From an optimization exercise on the open Yosys and OpenROAD flow, aimed at small area and a short achievable clock period; shortcuts taken in it are not production practice. At most, simulation tests tie the RTL to the original design; equivalence was not proved. Power is estimated from default activity; no workload was simulated.

==> run a <==
## top
module top(data_in,clk,interrupt,reset,data_out,
           pm_addr,pm_rdata,dm_en,dm_we,dm_addr,dm_wdata,dm_rdata);
clock: 25.0 ns
lec_check: 0
cap_margin: 20
core_margin: 2
core_utilization: 40
slew_margin: 20
standard.sh (not shown) runs the stock make flow with config.mk's settings and CLKGATE_MAP_FILE= SYNTH_SCRIPT=/design/flow/synth_recipe.tcl, a recipe that flattens the netlist after the stock synthesis.
==> flow/flow/run.sh <==
#!/bin/bash
# Own layout flow: the standard ORFS flow (standard synthesis unchanged),
# with port buffers of a faster cell, smaller clock-tree buffers and a
# setup-repair margin, so that repair_timing works below the clock period.
set -euo pipefail
cd "$(dirname "$0")/.."
bash standard.sh \
  "BUFFER_PORTS_ARGS=-buffer_cell sky130_fd_sc_hd__buf_2" \
  "CTS_BUF_LIST=sky130_fd_sc_hd__clkbuf_8" \
  "SETUP_SLACK_MARGIN=5" \
  finish > make_standard.log 2>&1
==> inputs of run b, as changes to run a <==
--- a/flow/design.v
+++ b/flow/design.v
@@ -1042,35 +1042,22 @@
   byA    <= ~reset | (RA == RW_dm);
   byB    <= ~reset | (RB == RW_dm);
 end
 reg  [15:0] ans_ex, Ex_out, ans_wb;
 wire [15:0] ans_dm = mem_mux_sel_dm ? dm_rdata : Ex_out;
 reg  [15:0] rf [1:31];
-wire [15:0] rf_wd = ans_dm & {16{reset}};
 integer k;
 always @(posedge clk) begin
-  for (k = 1; k < 32; k = k + 1)
-    if (!reset || RW_dm == k) rf[k] <= rf_wd;
-end
-function [15:0] rf_rd(input [4:0] a);
-  reg [15:0] m [0:7];
-  integer i;
-  begin
-    for (i = 0; i < 8; i = i + 1) begin
-      case (a[1:0])
-        2'd0:    m[i] = (i == 0) ? 16'd8 : rf[4*i];
-        2'd1:    m[i] = rf[4*i+1];
-        2'd2:    m[i] = rf[4*i+2];
-        default: m[i] = rf[4*i+3];
-      endcase
-    end
-    rf_rd = m[a[4:2]];
+  if (!reset) begin
+    for (k = 1; k < 32; k = k + 1) rf[k] <= 16'd0;
+  end else if (RW_dm != 5'd0) begin
+    rf[RW_dm] <= ans_dm;
   end
-endfunction
-wire [15:0] AR = byA ? ans_wb : rf_rd(RA_q);
-wire [15:0] BR = byB ? ans_wb : rf_rd(RB_q);
+end
+wire [15:0] AR = byA ? ans_wb : (RA_q == 5'd0) ? 16'd8 : rf[RA_q];
+wire [15:0] BR = byB ? ans_wb : (RB_q == 5'd0) ? 16'd8 : rf[RB_q];
 wire [15:0] A_e = ({16{sA_ex}} & ans_ex) | ({16{sA_exo}} & Ex_out) |
                   ({16{sA_wb}} & ans_wb) | ({16{sA_bk}} & AR);
 wire [15:0] B_e = ({16{sB_ex}} & ans_ex) | ({16{sB_exo}} & Ex_out) |
                   ({16{sB_wb}} & ans_wb) | ({16{sB_bk}} & BR) | ({16{imm_sel}} & imm);
 wire [15:0] A = sA_rd ? dm_rdata : A_e;
 wire [15:0] B = sB_rd ? dm_rdata : B_e;
@@ -1108,15 +1095,56 @@
     6'b010110: ans_tmp = data_in;
     6'b011001, 6'b011010, 6'b011011: ans_tmp = sh_out;
     6'b111111: ans_tmp = mul_lo;
     default:   ans_tmp = ans_ex;
   endcase
 end
+wire [15:0] zx = A, zy = Bx;
+wire        z_add = (~((zx[0] ^ zy[0]) ^ sub)) &
+                    (&(~((zx[14:0] | zy[14:0]) ^ (zx[15:1] ^ zy[15:1]))));
+wire [16:0] za, zb;	 
+genvar gi;
+generate for (gi = 0; gi <= 16; gi = gi + 1) begin : g_tz
+  if (gi == 0) begin
+    assign za[gi] = 1'b1;
+    assign zb[gi] = 1'b1;
+  end else begin
+    assign za[gi] = (A[gi-1:0] == 0);
+    assign zb[gi] = (B[gi-1:0] == 0);
+  end
+end endgenerate
+wire [16:0] zab;
+generate for (gi = 0; gi <= 16; gi = gi + 1) begin : g_tzab
+  assign zab[gi] = za[gi] & zb[16-gi];
+end endgenerate
+wire        z_mul = |zab;
+wire [15:0] mask_r = 16'hffff << shn;	 
+wire [15:0] mask_l = 16'hffff >> shn;	 
+wire        z_shr = ((A & mask_r) == 16'd0);
+wire        z_shl = ((A & mask_l) == 16'd0);
+reg zero;
+always @(*) begin
+  case (op_dec)
+    6'b000000, 6'b000001, 6'b001000, 6'b001001: zero = z_add;
+    6'b000010, 6'b001010: zero = (B == 16'd0);
+    6'b000100, 6'b001100: zero = ((A & B) == 16'd0);
+    6'b000101, 6'b001101: zero = ((A | B) == 16'd0);
+    6'b000110, 6'b001110: zero = (A == B);
+    6'b000111, 6'b001111: zero = (B == 16'hffff);
+    6'b010100, 6'b010101: zero = (A == 16'd0);
+    6'b010110: zero = (data_in == 16'd0);
+    6'b011001: zero = sh_big | z_shl;
+    6'b011010: zero = sh_big | z_shr;
+    6'b011011: zero = z_shr;
+    6'b111111: zero = z_mul;
+    default:   zero = (ans_ex == 16'd0);
+  endcase
+end
 wire addsub = (op_dec[5:4] == 2'b00) & (op_dec[2:1] == 2'b00);
 wire ovf = addsub ? ovf_add : (op_dec == 6'b111111) ? mul_hnz : 1'b0;
-wire [1:0] flag_ex = {ans_tmp == 16'd0, ovf};
+wire [1:0] flag_ex = {zero, ovf};
 reg [15:0] DM_data, data_out;
 always @(posedge clk) begin
   ans_ex   <= reset ? ans_tmp : 16'd0;
   data_out <= reset ? ((op_dec == 6'b010111) ? A : data_out) : 16'd0;
   DM_data  <= B;	 
   Ex_out   <= reset ? ans_ex : 16'd0;
==> flow/run.sh (new file) <==
#!/bin/bash
# synth_recipe.tcl (not shown) runs the flow's synth.tcl, then flattens the netlist and writes it again
# the make line also repeats each setting of config.mk as NAME=value (left out here)
make -C /OpenROAD-flow-scripts/flow DESIGN_CONFIG=/design/flow/config.mk WORK_HOME=/design/flow/orfs CLKGATE_MAP_FILE= SYNTH_SCRIPT=/design/flow/synth_recipe.tcl finish
removed: flow/flow/run.sh
removed: flow/standard.sh
==> inputs of run c, as changes to run a <==
--- a/flow/design.v
+++ b/flow/design.v
@@ -1086,15 +1086,18 @@
 function [15:0] rev16(input [15:0] x);
   integer i;
   for (i = 0; i < 16; i = i + 1) rev16[i] = x[15-i];
 endfunction
 wire [15:0] sh_in  = sh_l ? rev16(A) : A;
 wire        sh_f   = sh_a & A[15];
-wire [31:0] sh_ext = {{16{sh_f}}, sh_in} >> shn;
-wire [15:0] sh_r   = sh_ext[15:0];
-wire [15:0] sh_out = (sh_big & ~sh_a) ? 16'd0 : (sh_l ? rev16(sh_r) : sh_r);
+wire [15:0] st1    = shn[0] ? {sh_f, sh_in[15:1]} : sh_in;
+wire [15:0] st2    = shn[1] ? {{2{sh_f}}, st1[15:2]} : st1;
+wire [15:0] st3    = shn[2] ? {{4{sh_f}}, st2[15:4]} : st2;
+wire [15:0] st4    = shn[3] ? {{8{sh_f}}, st3[15:8]} : st3;
+wire [15:0] sh_r   = st4 & {16{~(sh_big & ~sh_a)}};	 
+wire [15:0] sh_out = sh_l ? rev16(sh_r) : sh_r;
 wire [15:0] mul_lo;
 wire        mul_hnz;
 wallace_16bit w1(A, B, mul_lo, mul_hnz);
 reg [15:0] ans_tmp;
 always @(*) begin
   case (op_dec)
@@ -1121,31 +1124,33 @@
   DM_data  <= B;	 
   Ex_out   <= reset ? ans_ex : 16'd0;
   ans_wb   <= reset ? ans_dm : 16'd0;
 end
 reg         jsel;
 reg  [15:0] cat;		 
-reg  [15:0] hold_address, next_address;
+reg  [15:0] hold_address;
+reg         run;		 
 wire j_v   = (op == 6'b011100);
 wire j_nv  = (op == 6'b011101);
 wire j_z   = (op == 6'b011110);
 wire j_nz  = (op == 6'b011111);
 wire j_mp  = (op == 6'b011000);
 wire j_ret = (op == 6'b010000);
 wire j_unc = j_mp | j_ret | jsel;
 wire taken = j_unc | (j_v & flag_ex[0]) | (j_nv & ~flag_ex[0]) |
              (j_z & flag_ex[1]) | (j_nz & ~flag_ex[1]);
 wire [15:0] jmp_loc = j_ret ? cat : (jsel ? 16'hf000 : ins[15:0]);
+wire [15:0] next_address = run ? hold_address + 16'd1 : 16'd0;
 wire [15:0] CAJ     = stall ? hold_address : next_address;
 assign pm_addr = reset ? (taken ? jmp_loc : CAJ) : 16'd0;
 wire [15:0] pc_inc = pm_addr + 16'd1;
 always @(posedge clk) begin
   jsel         <= reset & interrupt;
   cat          <= reset ? (interrupt ? pc_inc : cat) : 16'd0;
   hold_address <= pm_addr;
-  next_address <= reset ? pc_inc : 16'd0;
+  run          <= reset;
   ins_prv      <= ins;
 end
 assign dm_en    = mem_en_ex;
 assign dm_we    = mem_rw_ex;
 assign dm_addr  = ans_ex;
 assign dm_wdata = DM_data;
==> flow/flow/run.sh (replaced) <==
#!/bin/bash
# Own layout flow: the standard ORFS flow (standard synthesis unchanged),
# with port buffers of a faster cell, a clock tree of mid-size buffers
# without dummy loads, and a setup-repair margin so that repair_timing
# works below the clock period. Each step's log is in orfs/logs/.
set -euo pipefail
cd "$(dirname "$0")/.."
bash standard.sh \
  "BUFFER_PORTS_ARGS=-buffer_cell sky130_fd_sc_hd__buf_2" \
  "CTS_ARGS=-sink_clustering_enable -repair_clock_nets -buf_list sky130_fd_sc_hd__clkbuf_8 -sink_clustering_size 24 -dont_use_dummy_load" \
  "SETUP_SLACK_MARGIN=9" \
  finish > make_standard.log 2>&1
==> comparison <==
Critical path depth is the same in run a and run c.
Against run c, the non-clock buffer count of run b is lower by 53.
Routed wire length: run c < run a < run b.
The lowest area after synthesis belongs to run c, the highest to run b.
Setup slack: run b < run a < run c.
In run b the design area is higher than in run c, by about 9%.
In sequential power, run b and run c hardly differ.
Of run a and run c, run a has the higher clock skew (gap 0.023 ns).
Count of clock-buffer cells in the layout, highest first: run a, run c, run b.
Worst hold slack, lowest first: run a, run b, run c.
Against run c, the maximum frequency of run a is smaller by 9.7%.
==> figures <==
metric                                                         run b       run c       run a
Most frequent cell on the critical path                         fa_1        fa_1           -
Worst ir drop on vdd                                      0.05606 mV  0.03973 mV  0.04232 mV
Clock net sink count                                             712         681         696
Inst Count DP                                                   6277        5585        5620
Yosys warns                                                        1           4           4
Result of the run                           timing/DRC/antenna clean  timing/DRC/antenna clean  timing/DRC/antenna clean
Antenna cells                                                      4           2           7
Initial standard-cell utilization of the core                 0.4037      0.4045      0.4029
Total track usage                                             0.3024      0.3002      0.2942
DP Area                                                    51580 um2   46940 um2   47620 um2
First-pass GRT wire length                                  276.7 mm    247.3 mm    250.9 mm
Average footprint of a synthesized cell                    10.19 um2   10.68 um2   10.93 um2
Area Growth Syn to Fin                                        12.39%      13.16%      10.34%
Clock network fraction of design power                         0.335       0.251       0.305
Minimum hold slack                                         0.4155 ns   0.4201 ns   0.4045 ns
Crit path arrival time                                      14.66 ns    12.16 ns    14.01 ns
Number of distinct library cells after synthesis                 113         107         123
FF/Latch Area                                              19400 um2   18610 um2   18910 um2
Proportion of cell area occupied by registers                 0.3564      0.3720      0.3782
Critical path endpoint                                   pm_addr[14]  pm_addr[7]  pm_addr[0]
Leading cell type in the layout, fill and taps excluded       nor2_1    edfxtp_1    edfxtp_1
Clock-cell share of area                                     0.05170     0.03026     0.04718
Only the layout flow was run in run a and run b; the RTL was not checked for function there.

[port drivers added, routing unchanged]
In the flow no input, the clock included, has a driving cell. The finished layouts below were timed again as built, in two steps. Step 1 (the two cells are an assumption about what drives the block):
set clk [get_ports {clk}]
set_driving_cell -lib_cell sky130_fd_sc_hd__clkbuf_16 $clk
set_driving_cell -lib_cell sky130_fd_sc_hd__buf_2 [delete_from_list [all_inputs] $clk]
Step 2 moves the port delays by t, midway between the first and last clock arrival at a register: inputs arrive t later, outputs are due t later. That takes back most of the time a late clock gives input paths. Three values: ideal ports, drivers, drivers and shift; two values: the first two.
| run | t, ns | setup slack, ns | clock arrival spread, ns | worst data-port slew with drivers (ns) |
|---|---|---|---|---|
| run a | 0.853 | 5.992 / 5.842 / 5.842 | 0.118 / 0.119 | 0.17 |
| run b | 0.735 | 5.344 / 5.261 / 5.261 | 0.059 / 0.058 | 0.14 |
| run c | 0.804 | 7.844 / 7.727 / 7.727 | 0.099 / 0.098 | 0.17 |
After both steps setup and hold are still met in every run listed. The setup slack of run a, which loses most, moves by -0.150 ns with the drivers and by -0.150 ns with both steps.
